Background: an optimization exercise with open tools, aiming at small area. Do not read the settings as production practice.
At most, simulation tests tie the RTL to the original design; equivalence was not proved.
Power is estimated from default activity; no workload was simulated.

## south
==> flow/design.v <==
module top_parking_system_4slot(
    input  wire        clk,
    input  wire        rst,
    input  wire        entry_pulse,
    input  wire        exit_pulse_for_system,
    input  wire        payment_received,
    input  wire [1:0]  exit_car_select,
    output wire        entry_gate,
    output wire        exit_gate,
    output wire        full_led,
    output wire        fee_ready,
    output wire [3:0]  occupancy,
    output wire [2:0]  free_count,
    output wire [15:0] e0,
    output wire [15:0] e1,
    output wire [15:0] e2,
    output wire [15:0] e3,
    output wire [31:0] fee
);
reg        st_f, st_x, st_y;
reg [3:0]  occ;
reg        slot_available;
reg [1:0]  exit_slot;
reg [3:0]  ld;                  
reg [3:0]  run;
reg [15:0] t0, t1, t2, t3;
wire idle     = ~st_f & ~st_x & ~st_y;
wire alloc    = ~st_f & ~st_x &  st_y;
wire free     =  st_f & st_y & payment_received;
wire go_alloc = entry_pulse & slot_available;
wire go_exit  = ~go_alloc & exit_pulse_for_system & (|occ);
assign entry_gate = st_x & ~st_y;
assign exit_gate  = st_x &  st_y;
assign fee_ready  = st_f;
assign full_led   = ~slot_available;
assign occupancy  = occ;
assign free_count = 3'd4 - ({2'd0, occ[0]} + {2'd0, occ[1]} + {2'd0, occ[2]} + {2'd0, occ[3]});
wire [3:0] lo_empty = {occ[0] & occ[1] & occ[2] & ~occ[3],
                       occ[0] & occ[1] & ~occ[2],
                       occ[0] & ~occ[1],
                       ~occ[0]};
wire sel_occ = occ[exit_car_select];
wire [1:0] free_idx = sel_occ  ? exit_car_select :
                      occ[0]   ? 2'd0 :
                      occ[1]   ? 2'd1 :
                      occ[2]   ? 2'd2 : 2'd3;
wire [3:0] free_oh = 4'b0001 << free_idx;
wire [1:0] exit_next = free ? free_idx : exit_slot;
always @(posedge clk or posedge rst) begin
    if (rst) begin
        st_f <= 1'b0; st_x <= 1'b0; st_y <= 1'b0;
        occ <= 4'b0;
        slot_available <= 1'b1;
        exit_slot <= 2'd0;
        ld <= 4'b0;
        run <= 4'b0;
    end else begin
        st_f <= (idle & go_exit) | (st_f & ~(st_y & payment_received));
        st_x <= alloc | free;
        st_y <= (idle & go_alloc) | st_f;
        occ <= (occ & ~(free ? free_oh : 4'b0)) | (alloc ? lo_empty : 4'b0);
        exit_slot <= exit_next;
        slot_available <= ~(&occ);
        ld <= {4{payment_received}} & (4'b0001 << exit_next);
        run <= occ;
    end
end
wire [3:0] clr = occ & ~run;
wire [16:0] c0, c1, c2, c3;
assign c0[0] = run[0];
assign c1[0] = run[1];
assign c2[0] = run[2];
assign c3[0] = run[3];
genvar k;
generate for (k = 0; k < 16; k = k + 1) begin : tb
    assign c0[k+1] = c0[k] & t0[k];
    assign c1[k+1] = c1[k] & t1[k];
    assign c2[k+1] = c2[k] & t2[k];
    assign c3[k+1] = c3[k] & t3[k];
    always @(posedge clk or posedge rst) begin
        if (rst) begin
            t0[k] <= 1'b0; t1[k] <= 1'b0; t2[k] <= 1'b0; t3[k] <= 1'b0;
        end else begin
            t0[k] <= ~clr[0] & (t0[k] ^ c0[k]);
            t1[k] <= ~clr[1] & (t1[k] ^ c1[k]);
            t2[k] <= ~clr[2] & (t2[k] ^ c2[k]);
            t3[k] <= ~clr[3] & (t3[k] ^ c3[k]);
        end
    end
end endgenerate
reg [10:0] y_lo;
reg        y_cm;
reg [15:9] t_hi;
wire bill = |ld;
wire [15:0] t_sel = ({16{ld[0]}} & t0) | ({16{ld[1]}} & t1) |
                    ({16{ld[2]}} & t2) | ({16{ld[3]}} & t3);
wire [11:2] cl;
wire [10:2] sl;
assign cl[2] = 1'b0;
generate for (k = 2; k < 11; k = k + 1) begin : lo_add
    assign sl[k]   = t_sel[k] ^ t_sel[k-2] ^ cl[k];
    assign cl[k+1] = (t_sel[k] & t_sel[k-2]) | (cl[k] & (t_sel[k] ^ t_sel[k-2]));
end endgenerate
always @(posedge clk or posedge rst) begin
    if (rst) begin
        y_lo <= 11'd0; y_cm <= 1'b0; t_hi <= 7'd0;
    end else begin
        y_lo <= {sl, t_sel[1:0]} | ({11{~bill}} & y_lo);
        y_cm <= cl[11] | (~bill & y_cm);
        t_hi <= t_sel[15:9] | ({7{~bill}} & t_hi);
    end
end
wire [17:11] ah = {2'b00, t_hi[15:11]};
wire [17:11] bh = t_hi[15:9];
wire [18:11] ch;
wire [17:11] sh;
assign ch[11] = y_cm;
generate for (k = 11; k < 18; k = k + 1) begin : hi_add
    assign sh[k]   = ah[k] ^ bh[k] ^ ch[k];
    assign ch[k+1] = (ah[k] & bh[k]) | (ch[k] & (ah[k] ^ bh[k]));
end endgenerate
wire [18:11] y_hi = {ch[18], sh};
assign e0 = t0;
assign e1 = t1;
assign e2 = t2;
assign e3 = t3;
assign fee = {12'd0, y_hi, y_lo, 1'b0};
endmodule
Settings: LEC_CHECK=0, CAP_MARGIN=20, CORE_MARGIN=2, CORE_UTILIZATION=65, CTS_BUF_LIST=sky130_fd_sc_hd__clkbuf_8, PLACE_DENSITY=0.75, SLEW_MARGIN=20; clock period 4.0 ns.
standard.sh (not shown) runs the stock make flow with config.mk's settings and CLKGATE_MAP_FILE= SYNTH_SCRIPT=/design/flow/synth_recipe.tcl, a recipe that flattens the netlist after the stock synthesis.
==> flow/flow/run.sh <==
#!/bin/bash
# Standard layout, with the port buffers made of the smallest buffer cell and
# a clock tree of few large leaf buffers without dummy loads.
set -euo pipefail
export BUFFER_PORTS_ARGS="-buffer_cell sky130_fd_sc_hd__buf_1"
export CTS_ARGS="-sink_clustering_enable -repair_clock_nets -dont_use_dummy_load -buf_list sky130_fd_sc_hd__clkbuf_8"
bash standard.sh > standard.log 2>&1
To summarise south: no stage aborted, but the layout did not pass its checks, failing on setup timing.
### south -> west
-- flow/design.v --
<<< south, line 98
wire [10:2] sl;
assign cl[2] = 1'b0;
generate for (k = 2; k < 11; k = k + 1) begin : lo_add
    assign sl[k]   = t_sel[k] ^ t_sel[k-2] ^ cl[k];
    assign cl[k+1] = (t_sel[k] & t_sel[k-2]) | (cl[k] & (t_sel[k] ^ t_sel[k-2]));
end endgenerate
always @(posedge clk or posedge rst) begin
    if (rst) begin
>>> west, line 98
wire [10:2] sl;
assign cl[2] = 1'b0;
generate for (k = 2; k < 9; k = k + 1) begin : lo_add
    assign sl[k]   = t_sel[k] ^ t_sel[k-2] ^ cl[k];
    assign cl[k+1] = (t_sel[k] & t_sel[k-2]) | (cl[k] & (t_sel[k] ^ t_sel[k-2]));
end endgenerate
wire ca0 = t_sel[9] & t_sel[7];      
wire ca1 = t_sel[9] | t_sel[7];      
wire pb  = t_sel[10] ^ t_sel[8];
wire sb0 = pb ^ ca0;
wire sb1 = pb ^ ca1;
wire cb0 = (t_sel[10] & t_sel[8]) | (ca0 & pb);
wire cb1 = (t_sel[10] & t_sel[8]) | (ca1 & pb);
assign sl[9] = t_sel[9] ^ t_sel[7] ^ cl[9];
assign sl[10] = cl[9] ? sb1 : sb0;
assign cl[11]   = cl[9] ? cb1 : cb0;
always @(posedge clk or posedge rst) begin
    if (rst) begin
--- outcome ---
Cell area | west vs south | west smaller
On clock skew: between south and west, it ends up lower for west.
Routability congestion estimate from global placement went up by a few percent going from south to west.
Compared with south, west shows a share of the synthesized area in compound gates (AO/OA/AOI/OAI) that is 0.24 points lower.
west gives more number of global-route vias before repair than south did.
From south to west the numbers moved as follows: post-placement cell area lower; power lower.
The non-clock buffering overhead in the final layout in west sits 1.1 points below the value recorded for south.
Compared with south, west shows a path length in cells of the critical path that is 1 higher.
west did not stop at any stage, and its layout met the timing, design-rule and antenna checks.
west leaves more setup margin than south.
Per the comparison of west with south, aggregate routed wire length went down by about 2%, number of failing setup endpoints in the final timing report saw a decrease, sum of routed wire segments on met1 picked up an extra about 4%, sequential group share of total power increased by 0.8 points relative to the old numbers.
Function not checked in south: the RTL went through the layout flow alone.

-- port drivers added, routing unchanged --
The flow's constraints put no driver on any port. The routed layouts listed below were extracted and timed again, unchanged, in two steps.
Step 1: set_driving_cell puts a clkbuf_16 on clk and a buf_2 on each other input, an assumption about the parent block.
Step 2 adds t to the input delays and takes it off the output delays; t is the mean of the earliest and latest rising clock arrival at the registers after step 1. Input paths then give back, and output paths get back, about the clock's delay inside the block.
Slacks: ideal / step 1 / step 2; pairs: ideal / step 1.
| run | t (ns) | slack for setup (ns) | clock arrival spread, ns | pins driven straight from the clock port |
|---|---|---|---|---|
| south | 0.382 | -0.087 / -0.087 / -0.087 | 0.031 / 0.031 | 1 |
| west | 0.383 | 0.122 / 0.122 / 0.122 | 0.024 / 0.023 | 1 |
